This is an optimization exercise on Yosys and OpenROAD, whose aim is small area and a short achievable clock period, not a production implementation. Only simulation tests tie the RTL to the original design; equivalence was not proved.

--- flow/run.sh ---
#!/bin/bash
# synth_recipe.tcl (not shown) runs the flow's synth.tcl, then flattens the netlist and writes it again
# the make line also repeats each setting of config.mk as NAME=value (left out here)
make -C /OpenROAD-flow-scripts/flow DESIGN_CONFIG=/design/flow/config.mk WORK_HOME=/design/flow/orfs CLKGATE_MAP_FILE= SYNTH_SCRIPT=/design/flow/synth_recipe.tcl finish
--- flow/config.mk ---
export PLATFORM = sky130hd
export DESIGN_NAME = cpu
export DESIGN_NICKNAME = cpu
export VERILOG_FILES = /design/flow/design.v
export SDC_FILE = /design/flow/constraint.sdc
export NUM_CORES = 4
export LEC_CHECK = 0
export CAP_MARGIN = 20
export CORE_MARGIN = 2
export CORE_UTILIZATION = 40
export PLACE_DENSITY = 0.6
export SLEW_MARGIN = 20
--- flow/constraint.sdc ---
create_clock -name core_clock -period 22.0 [get_ports {clk}]
set_input_delay 4.4000 -clock core_clock [delete_from_list [all_inputs] [get_ports {clk}]]
set_output_delay 4.4000 -clock core_clock [all_outputs]
set_load 0.01 [all_outputs]
--- flow/design.v ---
module full_adder_1bit (A, B, Cin, S, Cout);
    input A, B, Cin;
    output S, Cout;
    wire D;
    assign D = A ^ B;
    assign S = Cin ^ D;
    assign Cout = (Cin & D) | (A & B);
endmodule
module addsub_4bit (Sum, Ovfl, A, B, sub);
	input [3:0] A, B;
	input sub;
	output [3:0] Sum;
	output Ovfl;
    wire c1, c2, c3, c4;
	full_adder_1bit FA1( .A(A[0]), .B(B[0] ^ sub), .Cin(sub), .S(Sum[0]), .Cout(c1));
	full_adder_1bit FA2( .A(A[1]), .B(B[1] ^ sub), .Cin(c1), .S(Sum[1]), .Cout(c2));
	full_adder_1bit FA3( .A(A[2]), .B(B[2] ^ sub), .Cin(c2), .S(Sum[2]), .Cout(c3));
	full_adder_1bit FA4( .A(A[3]), .B(B[3] ^ sub), .Cin(c3), .S(Sum[3]), .Cout(c4));
    assign Ovfl = c4 ^ c3;
endmodule
module CLA_4bit(
    input [3:0] A,   
    input [3:0] B,   
    input Cin,       
    output [3:0] Sum,   
    output Cout,       
    output Ovfl
);
    wire [3:0] G;  
    wire [3:0] P;  
    wire [4:0] C;  
    assign G = A & B;  
    assign P = A ^ B;  
    assign C[0] = Cin;  
    assign C[1] = G[0] | (P[0] & C[0]);
    assign C[2] = G[1] | (P[1] & C[1]);
    assign C[3] = G[2] | (P[2] & C[2]);
    assign C[4] = G[3] | (P[3] & C[3]);
    assign Sum = P ^ C[3:0];  
    assign Cout = C[4];  
    assign Ovfl = C[4] ^ C[3]; 
endmodule
module CLA_16bit(
    input [15:0] A,   
    input [15:0] B,   
    input Cin,        
    output [15:0] Sum,   
    output Cout,        
    output Ovfl
);
wire C1, C2, C3;
CLA_4bit CLA1(
    .A(A[3:0]),
    .B(B[3:0]),
    .Cin(Cin),
    .Sum(Sum[3:0]),
    .Cout(C1),
    .Ovfl()
);
CLA_4bit CLA2(
    .A(A[7:4]),
    .B(B[7:4]),
    .Cin(C1),
    .Sum(Sum[7:4]),
    .Cout(C2),
    .Ovfl() 
);
CLA_4bit CLA3(
    .A(A[11:8]),
    .B(B[11:8]),
    .Cin(C2),
    .Sum(Sum[11:8]),
    .Cout(C3),
    .Ovfl() 
);
CLA_4bit CLA4(
    .A(A[15:12]),
    .B(B[15:12]),
    .Cin(C3),
    .Sum(Sum[15:12]),
    .Cout(Cout),
    .Ovfl(Ovfl)
);
endmodule
module PSA_16bit(Sum, Error, A, B);
    input [15:0] A, B;
    output [15:0] Sum;
    output Error;
    wire O1, O2, O3, O4;
    wire [15:0] checkSum;
    addsub_4bit A1( .A(A[15:12]), .B(B[15:12]), .Sum(checkSum[15:12]), .Ovfl(O1), .sub(1'b0));
    addsub_4bit A2( .A(A[11:8]), .B(B[11:8]), .Sum(checkSum[11:8]), .Ovfl(O2), .sub(1'b0));
    addsub_4bit A3( .A(A[7:4]), .B(B[7:4]), .Sum(checkSum[7:4]), .Ovfl(O3), .sub(1'b0));
    addsub_4bit A4( .A(A[3:0]), .B(B[3:0]), .Sum(checkSum[3:0]), .Ovfl(O4), .sub(1'b0));
    assign Sum[3:0] = (O4 & ~(A[3] ^ B[3])) ? (A[3] ? 4'h1 : 4'h7 ) : checkSum[3:0]; 
    assign Sum[7:4] = (O3 & ~(A[7] ^ B[7])) ? (A[7] ? 4'h1 : 4'h7 ) : checkSum[7:4]; 
    assign Sum[11:8] = (O4 & ~(A[11] ^ B[11])) ? (A[11] ? 4'h1 : 4'h7 ) : checkSum[11:8]; 
    assign Sum[15:12] = (O4 & ~(A[15] ^ B[15])) ? (A[15] ? 4'h1 : 4'h7 ) : checkSum[15:12]; 
    assign Error = O1 | O2 | O3 | O4;
endmodule
module ALU (rd, rs, rt, Opcode, flag_out, flags_in);
    input [15:0] rs, rt;
    input [3:0] Opcode;
    input [2:0] flags_in; 
    output reg [15:0] rd;
    output reg [2:0] flag_out; 
    wire [15:0] Sum;
    wire Ovfl;
    wire [15:0] A_complemented;
    wire [15:0] B_complemented;
    wire [15:0] Sum_intermediate;
    wire [15:0] Cin_intermediate;
    wire Cout;
    assign A_complemented = rs;
    assign B_complemented = Opcode[0] ? ~rt : rt; 
    CLA_16bit CLAADDSUB(.Sum(Sum_intermediate), .A(rs), .B(B_complemented), .Cin(Opcode[0]), .Cout(Cout), .Ovfl(Ovfl));
    assign Sum = (Ovfl & ~(A_complemented[15] ^ B_complemented[15])) ? (A_complemented[15] ? 16'h100 : 16'h7FFF ) : Sum_intermediate; 
    wire [11:0] sum1, sum2;   
    wire [15:0] final_sum;   
    wire [3:0] lower_sum1, upper_sum1, lower_sum2, upper_sum2;
    wire [3:0] lower_final_sum, upper_final_sum, final_upper;
    wire carry1, carry2, carry_out1, carry_out2, final_carry, final_carry2, final_carry3;
    CLA_4bit add_upper_rs_rt(.A(rs[3:0]), .B(rt[3:0]), .Cin(1'b0), .Sum(lower_sum1), .Cout(carry_out1));
    CLA_4bit add_lower_rs_rt(.A(rs[7:4]), .B(rt[7:4]), .Cin(carry_out1), .Sum(lower_sum2), .Cout(carry1));
    CLA_4bit add_upper_rs_rt_2(.A(rs[11:8]), .B(rt[11:8]), .Cin(1'b0), .Sum(upper_sum1), .Cout(carry_out2));
    CLA_4bit add_lower_rs_rt_2(.A(rs[15:12]), .B(rt[15:12]), .Cin(carry_out2), .Sum(upper_sum2), .Cout(carry2));
    assign sum1 = {{3{carry1}}, carry1, lower_sum2, lower_sum1};
    assign sum2 = {{3{carry2}}, carry2, upper_sum2, upper_sum1};
    CLA_4bit add_final_lower(.A(sum1[3:0]), .B(sum2[3:0]), .Cin(1'b0), .Sum(lower_final_sum), .Cout(final_carry));
    CLA_4bit add_final_upper2(.A(sum1[7:4]), .B(sum2[7:4]), .Cin(final_carry), .Sum(upper_final_sum), .Cout(final_carry2));
    CLA_4bit add_final_upper3(.A(sum1[11:8]), .B(sum2[11:8]), .Cin(final_carry2), .Sum(final_upper), .Cout(final_carry3)); 
    assign final_sum = {{4{final_carry3}}, final_upper, upper_final_sum, lower_final_sum};
    wire [15:0] ror_data1, ror_data2, ror_data3, ror_data4;
    assign ror_data1 = rt[0] ? {rs[0], rs[15:1]} : rs;
    assign ror_data2 = rt[1] ? {ror_data1[1:0], ror_data1[15:2]} : ror_data1;
    assign ror_data3 = rt[2] ? {ror_data2[3:0], ror_data2[15:4]} : ror_data2;
    assign ror_data4 = rt[3] ? {ror_data3[7:0], ror_data3[15:8]} : ror_data3;
  wire [15:0] Sum_PADDSB; 
  PSA_16bit PSA(.A(rs), .B(rt), .Sum(Sum_PADDSB), .Error( ));
    wire [15:0] Shift_Out;
    wire [15:0] a, b, c, d;
    assign a = rt[0] ? ( Opcode[0] ? { rs[15], rs[15:1] } : { rs[14:0] , 1'b0 } ) : rs;
    assign b = rt[1] ? ( Opcode[0] ? { {2{a[15]}} , a[15:2] } : { a[13:0] , {2{1'b0}} } ) : a;
    assign c = rt[2] ? ( Opcode[0] ? { {4{b[15]}} , b[15:4] } : { b[11:0] , {4{1'b0}} } ) : b;
    assign d = rt[3] ? ( Opcode[0] ? { {8{c[15]}} , c[15:8] } : { c[7:0] , {8{1'b0}} } ) : c;
    assign Shift_Out = d;
    wire [15:0] temp_addr; 
    wire [15:0] Sum_intermediate_mem;
    wire [16:0] Cout_intermediate_mem;
    assign temp_addr = rs & 16'hFFFE; 
CLA_16bit CLAMEM(.Sum(Sum_intermediate_mem), .A(temp_addr), .B(rt), .Cin(1'b0), .Cout( )); 
    always@(*)begin
        case(Opcode)
            4'b0000: begin  
		    rd = Sum;
    		    flag_out[2] = Sum[15];
    		    flag_out[1] = Ovfl; 
    		    flag_out[0] = Sum == 0 ? 1'b1 : 1'b0; 
	    end 
            4'b0001: begin  
		    rd = Sum;
    		    flag_out[2] = Sum[15];
    		    flag_out[1] = Ovfl; 
    		    flag_out[0] = Sum == 0 ? 1'b1 : 1'b0; 
	    end 
            4'b0010: begin  
		    rd = rs ^ rt; 
		    flag_out = (rd == 0) ? {flags_in[2:1], 1'b1} : flags_in; 
	    end 
            4'b0011: begin  
		    rd = final_sum;
		    flag_out = flags_in;
	    end 
            4'b0100: begin  
		    rd = Shift_Out; 
		    flag_out = (rd == 0) ? {flags_in[2:1], 1'b1} : flags_in; 
	    end 
            4'b0101: begin  
		    rd = Shift_Out; 
		    flag_out = (rd == 0) ? {flags_in[2:1], 1'b1} : flags_in; 
	    end 
            4'b0110: begin  
		    rd = ror_data4; 
		    flag_out = (rd == 0) ? {flags_in[2:1], 1'b1} : flags_in; 
	    end 
            4'b0111: begin  
		    rd = Sum_PADDSB; 
			flag_out = flags_in;
	    end 
            4'b1000: begin  
		    rd = Sum_intermediate_mem;
			flag_out = flags_in;
	    end 
            4'b1001: begin  
		    rd = Sum_intermediate_mem;
			flag_out = flags_in;
	    end 
            default: begin  
 			rd = rs;
		   flag_out = flags_in;
	    end
        endcase
    end
endmodule
module dff (q, d, wen, clk, rst);
    output         q;  
    input          d;  
    input 	   wen;  
    input          clk;  
    input          rst;  
    reg            state;
    assign q = state;
    always @(posedge clk) begin
      state <= rst ? 1'b0 : (wen ? d : state);
    end
endmodule
module BitCell(clk, rst, D, WriteEnable, ReadEnable1, ReadEnable2, Bitline1, Bitline2);
    input clk, rst, D, WriteEnable, ReadEnable1, ReadEnable2;
    output Bitline1, Bitline2;
    wire Read;
    dff DFF(.q(Read), .d(D), .wen(WriteEnable), .clk(clk), .rst(rst));
    assign Bitline1 = ReadEnable1 & Read;
    assign Bitline2 = ReadEnable2 & Read;
endmodule
module Register( clk, rst, D, WriteReg, ReadEnable1, ReadEnable2, Bitline1, Bitline2);
    input clk, rst, ReadEnable1, ReadEnable2, WriteReg;
    input [15:0] D;
    output [15:0] Bitline1, Bitline2;
    BitCell B[15:0] (.clk(clk), .rst(rst), .D(D), .WriteEnable(WriteReg), .ReadEnable1(ReadEnable1), .ReadEnable2(ReadEnable2), .Bitline1(Bitline1), .Bitline2(Bitline2));
endmodule
module ReadDecoder_4_16( RegId, Wordline);
    input [3:0] RegId;
    output [15:0] Wordline;
    assign Wordline[0]  = ~RegId[3] & ~RegId[2] & ~RegId[1] & ~RegId[0];
    assign Wordline[1]  = ~RegId[3] & ~RegId[2] & ~RegId[1] &  RegId[0];
    assign Wordline[2]  = ~RegId[3] & ~RegId[2] &  RegId[1] & ~RegId[0];
    assign Wordline[3]  = ~RegId[3] & ~RegId[2] &  RegId[1] &  RegId[0];
    assign Wordline[4]  = ~RegId[3] &  RegId[2] & ~RegId[1] & ~RegId[0];
    assign Wordline[5]  = ~RegId[3] &  RegId[2] & ~RegId[1] &  RegId[0];
    assign Wordline[6]  = ~RegId[3] &  RegId[2] &  RegId[1] & ~RegId[0];
    assign Wordline[7]  = ~RegId[3] &  RegId[2] &  RegId[1] &  RegId[0];
    assign Wordline[8]  =  RegId[3] & ~RegId[2] & ~RegId[1] & ~RegId[0];
    assign Wordline[9]  =  RegId[3] & ~RegId[2] & ~RegId[1] &  RegId[0];
    assign Wordline[10] =  RegId[3] & ~RegId[2] &  RegId[1] & ~RegId[0];
    assign Wordline[11] =  RegId[3] & ~RegId[2] &  RegId[1] &  RegId[0];
    assign Wordline[12] =  RegId[3] &  RegId[2] & ~RegId[1] & ~RegId[0];
    assign Wordline[13] =  RegId[3] &  RegId[2] & ~RegId[1] &  RegId[0];
    assign Wordline[14] =  RegId[3] &  RegId[2] &  RegId[1] & ~RegId[0];
    assign Wordline[15] =  RegId[3] &  RegId[2] &  RegId[1] &  RegId[0];   
endmodule
module WriteDecoder_4_16(RegId, WriteReg, Wordline);
    input [3:0] RegId;
    output [15:0] Wordline;
    input WriteReg;
    assign Wordline[0]  = (WriteReg) ? (~RegId[3] & ~RegId[2] & ~RegId[1] & ~RegId[0]) : 1'b0;
    assign Wordline[1]  = (WriteReg) ? (~RegId[3] & ~RegId[2] & ~RegId[1] &  RegId[0]) : 1'b0;
    assign Wordline[2]  = (WriteReg) ? (~RegId[3] & ~RegId[2] &  RegId[1] & ~RegId[0]) : 1'b0;
    assign Wordline[3]  = (WriteReg) ? (~RegId[3] & ~RegId[2] &  RegId[1] &  RegId[0]) : 1'b0;
    assign Wordline[4]  = (WriteReg) ? (~RegId[3] &  RegId[2] & ~RegId[1] & ~RegId[0]) : 1'b0;
    assign Wordline[5]  = (WriteReg) ? (~RegId[3] &  RegId[2] & ~RegId[1] &  RegId[0]) : 1'b0;
    assign Wordline[6]  = (WriteReg) ? (~RegId[3] &  RegId[2] &  RegId[1] & ~RegId[0]) : 1'b0;
    assign Wordline[7]  = (WriteReg) ? (~RegId[3] &  RegId[2] &  RegId[1] &  RegId[0]) : 1'b0;
    assign Wordline[8]  = (WriteReg) ? ( RegId[3] & ~RegId[2] & ~RegId[1] & ~RegId[0]) : 1'b0;
    assign Wordline[9]  = (WriteReg) ? ( RegId[3] & ~RegId[2] & ~RegId[1] &  RegId[0]) : 1'b0;
    assign Wordline[10] = (WriteReg) ? ( RegId[3] & ~RegId[2] &  RegId[1] & ~RegId[0]) : 1'b0;
    assign Wordline[11] = (WriteReg) ? ( RegId[3] & ~RegId[2] &  RegId[1] &  RegId[0]) : 1'b0;
    assign Wordline[12] = (WriteReg) ? ( RegId[3] &  RegId[2] & ~RegId[1] & ~RegId[0]) : 1'b0;
    assign Wordline[13] = (WriteReg) ? ( RegId[3] &  RegId[2] & ~RegId[1] &  RegId[0]) : 1'b0;
    assign Wordline[14] = (WriteReg) ? ( RegId[3] &  RegId[2] &  RegId[1] & ~RegId[0]) : 1'b0;
    assign Wordline[15] = (WriteReg) ? ( RegId[3] &  RegId[2] &  RegId[1] &  RegId[0]) : 1'b0;
endmodule
module RegisterFile( clk, rst, SrcReg1, SrcReg2, DstReg, WriteReg, DstData, SrcData1, SrcData2);
    input clk, rst, WriteReg;
    input [3:0] SrcReg1, SrcReg2, DstReg;
    input [15:0] DstData;
    output [15:0] SrcData1, SrcData2;
    wire [15:0] ReadEnable1, ReadEnable2, WriteEnable;
    reg [15:0] bypass1, bypass2;
    wire [255:0] bitlines1, bitlines2;
    integer i;
    ReadDecoder_4_16 RD1( .RegId(SrcReg1), .Wordline(ReadEnable1));
    ReadDecoder_4_16 RD2( .RegId(SrcReg2), .Wordline(ReadEnable2));
    WriteDecoder_4_16 WD( .RegId(DstReg), .WriteReg(WriteReg), .Wordline(WriteEnable));
    Register R[15:0] (.clk(clk), .rst(rst), .D(DstData), .ReadEnable1(ReadEnable1), .ReadEnable2(ReadEnable2), .WriteReg(WriteEnable), .Bitline1(bitlines1), .Bitline2(bitlines2));
    always @(*) begin
        bypass1 = 16'h0000;
        bypass2 = 16'h0000;
        for (i = 0; i < 16; i = i + 1) begin
            bypass1 = bypass1 | bitlines1[16*i +: 16];
            bypass2 = bypass2 | bitlines2[16*i +: 16];
        end
    end
    assign SrcData1 = bypass1;
    assign SrcData2 = bypass2;
endmodule
module Control( opcode, rf_write, dm_write, memtoreg, lb, alu_src, branch );
	input [3:0] opcode;
	output reg rf_write, dm_write, memtoreg;
	output reg [1:0] lb, alu_src;
	output reg [2:0] branch;
	always @(*) begin
        case(opcode)
            4'b0000: begin rf_write = 1; dm_write = 0; memtoreg = 0; lb = 2'b00; alu_src = 2'b00; branch = 3'b000; end
            4'b0001: begin rf_write = 1; dm_write = 0; memtoreg = 0; lb = 2'b00; alu_src = 2'b00; branch = 3'b000; end
            4'b0010: begin rf_write = 1; dm_write = 0; memtoreg = 0; lb = 2'b00; alu_src = 2'b00; branch = 3'b000; end
            4'b0011: begin rf_write = 1; dm_write = 0; memtoreg = 0; lb = 2'b00; alu_src = 2'b00; branch = 3'b000; end
            4'b0100: begin rf_write = 1; dm_write = 0; memtoreg = 0; lb = 2'b00; alu_src = 2'b01; branch = 3'b000; end
            4'b0101: begin rf_write = 1; dm_write = 0; memtoreg = 0; lb = 2'b00; alu_src = 2'b01; branch = 3'b000; end
            4'b0110: begin rf_write = 1; dm_write = 0; memtoreg = 0; lb = 2'b00; alu_src = 2'b01; branch = 3'b000; end
            4'b0111: begin rf_write = 1; dm_write = 0; memtoreg = 0; lb = 2'b00; alu_src = 2'b00; branch = 3'b000; end
            4'b1000: begin rf_write = 1; dm_write = 0; memtoreg = 1; lb = 2'b00; alu_src = 2'b10; branch = 3'b000; end
            4'b1001: begin rf_write = 0; dm_write = 1; memtoreg = 0; lb = 2'b00; alu_src = 2'b10; branch = 3'b000; end
            4'b1010: begin rf_write = 1; dm_write = 0; memtoreg = 0; lb = 2'b01; alu_src = 2'b00; branch = 3'b000; end 
            4'b1011: begin rf_write = 1; dm_write = 0; memtoreg = 0; lb = 2'b11; alu_src = 2'b00; branch = 3'b000; end 
            4'b1100: begin rf_write = 0; dm_write = 0; memtoreg = 0; lb = 2'b00; alu_src = 2'b00; branch = 3'b001; end
            4'b1101: begin rf_write = 0; dm_write = 0; memtoreg = 0; lb = 2'b00; alu_src = 2'b00; branch = 3'b010; end 
            4'b1110: begin rf_write = 1; dm_write = 0; memtoreg = 0; lb = 2'b00; alu_src = 2'b00; branch = 3'b011; end 
            4'b1111: begin rf_write = 0; dm_write = 0; memtoreg = 0; lb = 2'b00; alu_src = 2'b00; branch = 3'b100; end        
            default: begin rf_write = 1; dm_write = 0; memtoreg = 0; lb = 2'b00; alu_src = 2'b00; branch = 3'b000; end
        endcase
    end
endmodule
module PC_control( C, F, I, PC_in, PC_out, Control_PC, PC_jump, took);
    input [2:0] C;  
    input [2:0] F;  
    input [8:0] I;  
    input [15:0] PC_in;  
    output [15:0] PC_out;  
    input [2:0] Control_PC;  
    input [15:0] PC_jump;  
    output took;
    wire Error1, Error2;
    reg flag;
    wire [15:0] PC_next, PC_branch, inc, branch_inc;
    reg [15:0] PC_new;
    assign inc = 2'b10;
    assign branch_inc = { {7{I[8]}}, I} << 1;
    assign PC_out = PC_new;
    wire [15:0] Cout;
    wire [15:0] Cout2;
    full_adder_1bit FA1[15:0]( .A(PC_in), .B(inc), .Cin({Cout[14:0],1'b0}), .S(PC_next), .Cout(Cout));
    full_adder_1bit FA2[15:0]( .A(PC_next), .B(branch_inc), .Cin({Cout2[14:0],1'b0}), .S(PC_branch), .Cout(Cout2));
    always @(*) begin
        case(C)
            3'b000: flag = (~F[0]) ? 1'b1 : 1'b0;
            3'b001: flag = (F[0]) ? 1'b1 : 1'b0;
            3'b010: flag = (~F[0] & ~F[2]) ? 1'b1 : 1'b0;
            3'b011: flag = (F[2]) ? 1'b1 : 1'b0;
            3'b100: flag = (F[0] | (~F[0] & ~F[2])) ? 1'b1 : 1'b0;
            3'b101: flag = (F[2] | F[0]) ? 1'b1 : 1'b0;
            3'b110: flag = (F[1]) ? 1'b1 : 1'b0;
            3'b111: flag = 1'b1;
            default: flag = 1'b0;
        endcase
    end
    always @(*) begin
        case(Control_PC)
	    3'b000: PC_new = PC_next;
            3'b001: PC_new = flag ? PC_branch : PC_next;
	    3'b010: PC_new = flag ? PC_jump : PC_next;
	    3'b011: PC_new = PC_next;
	    3'b100: PC_new = PC_in;
            default: PC_new = PC_next;
        endcase
    end
    assign took = (Control_PC == 3'b001 || Control_PC == 3'b010) & flag;
endmodule
module PC_Register(clk, rst, D, Q, wen);
    input clk, rst, wen;
    input [15:0] D;
    output [15:0] Q;
    wire [15:0] D2;
    dff DFF1[15:0](.q(Q), .d(D), .wen(wen), .clk(clk), .rst(rst));
endmodule
module Flag_Register(clk, rst, D, Q);
    input clk, rst;
    input [2:0] D;
    output [2:0] Q;
    dff N(.q(Q[2]), .d(D[2]), .wen(1'b1), .clk(clk), .rst(rst));
    dff V(.q(Q[1]), .d(D[1]), .wen(1'b1), .clk(clk), .rst(rst));
    dff Z(.q(Q[0]), .d(D[0]), .wen(1'b1), .clk(clk), .rst(rst));
endmodule
module cpu( clk, rst_n, hlt, pc, imem_data, dmem_addr, dmem_wdata, dmem_we, dmem_rdata);
    input clk, rst_n;
    output hlt;
    output [15:0] pc;
    input [15:0] imem_data;
    output [15:0] dmem_addr, dmem_wdata;
    output dmem_we;
    input [15:0] dmem_rdata;
    wire [15:0] inst;
    wire [15:0] holder1;
    wire [15:0] dm_data_out;
    wire dm_write; 
    wire [3:0] rf_read_reg1, rf_read_reg2, rf_write_reg;
    wire [15:0] rf_data_in, rf_data_out1, rf_data_out2, lb_input;
    wire rf_write;
    wire [2:0] flags, flags_r;
    wire [15:0] pc_new, pc_out;
    wire memtoreg;
    wire [1:0] alu_src,lb;
    wire [2:0] branch;
    wire [15:0] alu_result;
    wire [15:0] alu_input;
    wire dm_read;
    wire rst;
    assign rst = !rst_n;
    assign dm_read = (inst[15:12] == 4'b1000);
    PC_Register PC(.clk(clk), .rst(rst), .D(pc_out), .Q(pc), .wen(1'b1));
    assign inst = imem_data;
    Control CM( .opcode(inst[15:12]), .rf_write(rf_write), .dm_write(dm_write), .memtoreg(memtoreg), .lb(lb), .alu_src(alu_src),. branch(branch) );
    assign rf_read_reg1 = lb[0] ? inst[11:8] : inst[7:4] ;
    assign rf_read_reg2 = dm_write ? inst[11:8] :inst[3:0];
    assign rf_write_reg = inst[11:8];
    RegisterFile RF( .clk(clk), .rst(rst), .SrcReg1(rf_read_reg1), .SrcReg2(rf_read_reg2), .DstReg(rf_write_reg), 
	.WriteReg(rf_write), .DstData(rf_data_in), .SrcData1(rf_data_out1), .SrcData2(rf_data_out2));
    assign alu_input = alu_src[0] ? { {12{1'b0}}, inst[3:0] } :  
	(alu_src[1]) ? { {12{inst[3]}}, inst[3:0] } << 1 : rf_data_out2;
    ALU lu (.Opcode(inst[15:12]), .rs(rf_data_out1), .rt(alu_input), .flag_out(flags), .rd(alu_result), .flags_in(flags_r));
    Flag_Register FG(.clk(clk), .rst(rst), .D(flags), .Q(flags_r));
    assign dmem_addr = alu_result;
    assign dmem_wdata = rf_data_out2;
    assign dmem_we = dm_write & ~rst;
    assign dm_data_out = dm_write ? 16'h0000 : dmem_rdata;
    assign lb_input = lb[1] ? ((rf_data_out1 & 16'h00FF) | inst[7:0] << 8)  : ((rf_data_out1 & 16'hFF00) | inst[7:0] );
    assign rf_data_in = memtoreg ? dm_data_out : lb[0] ? lb_input : (branch[1] & branch[0]) ? pc_out : alu_result;
    PC_control PCC(.C(inst[11:9]), .F(flags), .I(inst[8:0]), .PC_in(pc), .PC_out(pc_out), .Control_PC(branch), .PC_jump(rf_data_out1));
    assign hlt = branch[2];
endmodule
==> impl_metrics.env <==
export IMPL_tns_ns=0
export IMPL_whs_ns=0.484
export IMPL_clock_skew_ns=0.0161
export IMPL_fin_area_um2=26200
export IMPL_worst_slew_pin_transition_ns=1.22
export IMPL_layout_commonest_cell="dfxtp_1"
export IMPL_port_buffers=83
export IMPL_setup_viol=0
export IMPL_power_density_nw_per_um2=60.1
export IMPL_clk_pin_slew_ns=0.07
export IMPL_synth_edff_count=0
export IMPL_worstPathArrival_ns=17.07
export IMPL_holdBufCountCts=0
export IMPL_postPlaceCellArea_um2=25100
export IMPL_grt_pass1_vias=25300
export IMPL_worst_path_largest_cell_delay_ns=0.94
export IMPL_antenna_found_initial=3
export IMPL_layout_nets=3102
export IMPL_fp_coreArea_um2=57800
export IMPL_preCtsSetupSlack_ns=0.630
export IMPL_grt_overflow=0
export IMPL_total_power_mw=1.57
export IMPL_dr_pass1_iters=12
export IMPL_num_rows=88
export IMPL_cts_tree="built"
export IMPL_layout_common_cells="dfxtp_1, nor2_1, o21ai_0"
export IMPL_layout_drive_gt1_share=0.120
export IMPL_grt_max_degree=76
export IMPL_crit_path_frequent_cell="fa_1"
export IMPL_path_class="input port to primary output"
export IMPL_postCtsSetupBuffers=0
export IMPL_irDropWorstVdd_mv=0.0671
export IMPL_rsz0062_at_grt="false"
export IMPL_ys_flop_type="dfxtp_1"
export IMPL_syn_nets=3133
export IMPL_h_tree_depth=1
export IMPL_slew_viol_final=0
export IMPL_first_iter_violations=3814
export IMPL_die_width_um=246
export IMPL_slew_headroom=0.183
export IMPL_wl_per_cell_um=36.4
export IMPL_drc=0
export IMPL_wl_um=137000
export IMPL_place_hpwl_um=101000
export IMPL_syn_area_per_cell_um2=7.83
export IMPL_critPathSlowestCell="mux2i_2"
export IMPL_area_growth_pct=11.9
export IMPL_synth_seq_area_share=0.235
export IMPL_gp_congestion=1.06
export IMPL_die_area_um2=60400
export IMPL_cts_buffers=29
export IMPL_worstSetupEndpointType="primary output"
export IMPL_clockRootBuffer="clkbuf_16"
export IMPL_hp_class="register to register"
export IMPL_async_flop_share=0
export IMPL_clock_path_buffers=3
export IMPL_die_h_um=246
export IMPL_gr_usage_all_layers=0.439
export IMPL_period_share=0.976
export IMPL_ant_nets=0
export IMPL_layout_setup_ws_ns=0.531
export IMPL_crit_required_ns=17.60
export IMPL_status="timing/DRC/antenna clean"
export IMPL_ys_types=101
export IMPL_synthCells=2989
export IMPL_hold_viol=0
export IMPL_synth_seq_cells=275
export IMPL_power_leakage_nw=9.74
export IMPL_synthesis_area_um2=23400
export IMPL_setup_worst_path_start_class="input port"
export IMPL_fmax_mhz=46.6
export IMPL_vias_per_cell=7.20
export IMPL_path_max_fanout=17
export IMPL_grt_pass1_wl_um=191000
export IMPL_insertion_delay_ns=0.62
export IMPL_synth_warnings=5
export IMPL_cap_viol_max_count=0
export IMPL_clkSinkCount=275
export IMPL_start_util=0.405
export IMPL_min_period_ns=21.47
export IMPL_ios=84
export IMPL_via_count=27000
[power breakdown]
part	switching, mW	total (mW)	internal, mW
Sequential	0.0182	0.531	0.513
Combinational	0.351	0.503	0.153
Clock	0.232	0.538	0.306
[cell families after synthesis]
| family | count (synthesis) | synth area share |
|---|---|---|
| AO/OA/AOI/OAI | 1052 | 0.305 |
| AND/OR/NAND/NOR | 962 | 0.212 |
| buffers and inverters | 381 | 0.0719 |
| flip-flops | 275 | 0.235 |
| multiplexers | 191 | 0.0866 |
| adder cells (fa/ha/maj) | 110 | 0.0826 |
| XOR/XNOR | 18 | 0.00674 |
[through the flow]
| step | std cells | utilization |
|---|---|---|
| 5_1_grt | 3745 | 0.453 |
| 2_1_floorplan | 2989 | - |
| 3_5_place_dp | 3692 | 0.435 |
| 6_report | 3749 | 0.453 |
| 4_1_cts | 3745 | 0.452 |
| 3_3_place_gp | 3692 | 0.435 |
[sequential cells by signal, indices dropped and copies added, names as in the netlist]
register,count
FG.N.state,1
FG.V.state,1
PC.DFF1.state,16
FG.Z.state,1
RF.R.B.DFF.state,256
[critical path, delay by kind of cell]
family	cells	cell delay, ns
adders and majority gates	16	6.23
and+or+nand+nor	6	2.49
buffers and inverters	5	1.55
AOI/OAI and AO/OA	7	1.23
muxes	1	0.94
xor gates and xnor gates	1	0.16
[layout make-up]
class                           count  area (µm²)
Multi-Input combinational cell   2333       16400
Timing Repair Buffer              241        1990
Antenna cell                        4        10.0
Clock inverter                     16         220
Fill cell                        5811       31600
Tap cell                          765         957
Inverter                           78         295
Sequential cell                   275        5510
Clock buffer                       37         796
[path summary, 6_finish.rpt]
path	end	cells after the start	slack, ns	start
worst max-delay path	dmem_addr[10]	36	0.53	imem_data[13]
worst min-delay path	FG.V.state	2	0.48	FG.V.state
worst max register to register	RF.R[4].B[10].DFF.state	37	10.01	RF.R[7].B[1].DFF.state
worst min register to register	FG.V.state	2	0.48	FG.V.state
[layer usage]
metal / global-route usage / part of all wire / up-vias / routed length, µm
met5: 0 / 0.000095 / - / 13
met4: 0.353 / 0.099 / 2 / 13500
met3: 0.114 / 0.11 / 642 / 15100
met2: 0.670 / 0.43 / 2122 / 58400
met1: 0.521 / 0.36 / 12900 / 49600
li1: - / - / 11300 / -
[Yosys cell counts (all sizes together) (43+ instances only)]
cell type	number	area, µm²
dfxtp	275	5510
nor2	258	968
o21ai	232	1180
nand2	196	736
a21oi	187	940
clkbuf	177	664
mux2i	145	1450
a22oi	129	973
buf	126	726
nand3	117	591
a211oi	102	766
nor3	88	467
inv	76	285
fa	74	1480
a31oi	73	457
and3	46	288
mux2	43	507
nand4	43	269
[what timing repair did]
| action | 4_1_cts | 5_1_grt |
|---|---|---|
| resized for setup | 0 | 1 |
| endpoints found under the setup margin | 0 | 1 |
| endpoints found under the hold margin | 0 | 0 |

[separate check: timing with driven ports]
How much do the figures lean on ideal ports? The routed layout below was timed once more, with nothing changed but the port constraints.
Step 1 assumes that a clkbuf_16 drives the clock port and a buf_2 every other input.
Step 2 also shifts input and output timing later by t, the mid clock arrival at the registers, as if the neighbouring blocks saw the same clock.
a / b / c = ideal / step 1 / step 2; a / b = the first two.
t (ns): 0.667
setup WS [ns]: 0.531 / 0.509 / 0.509
hold WS [ns]: 0.484 / 0.484 / 0.484
worst setup path after step 2: input to output
After both steps this run still meets setup and hold. For this run, drivers alone change the setup slack by -0.022 ns; drivers and shift together by -0.022 ns.
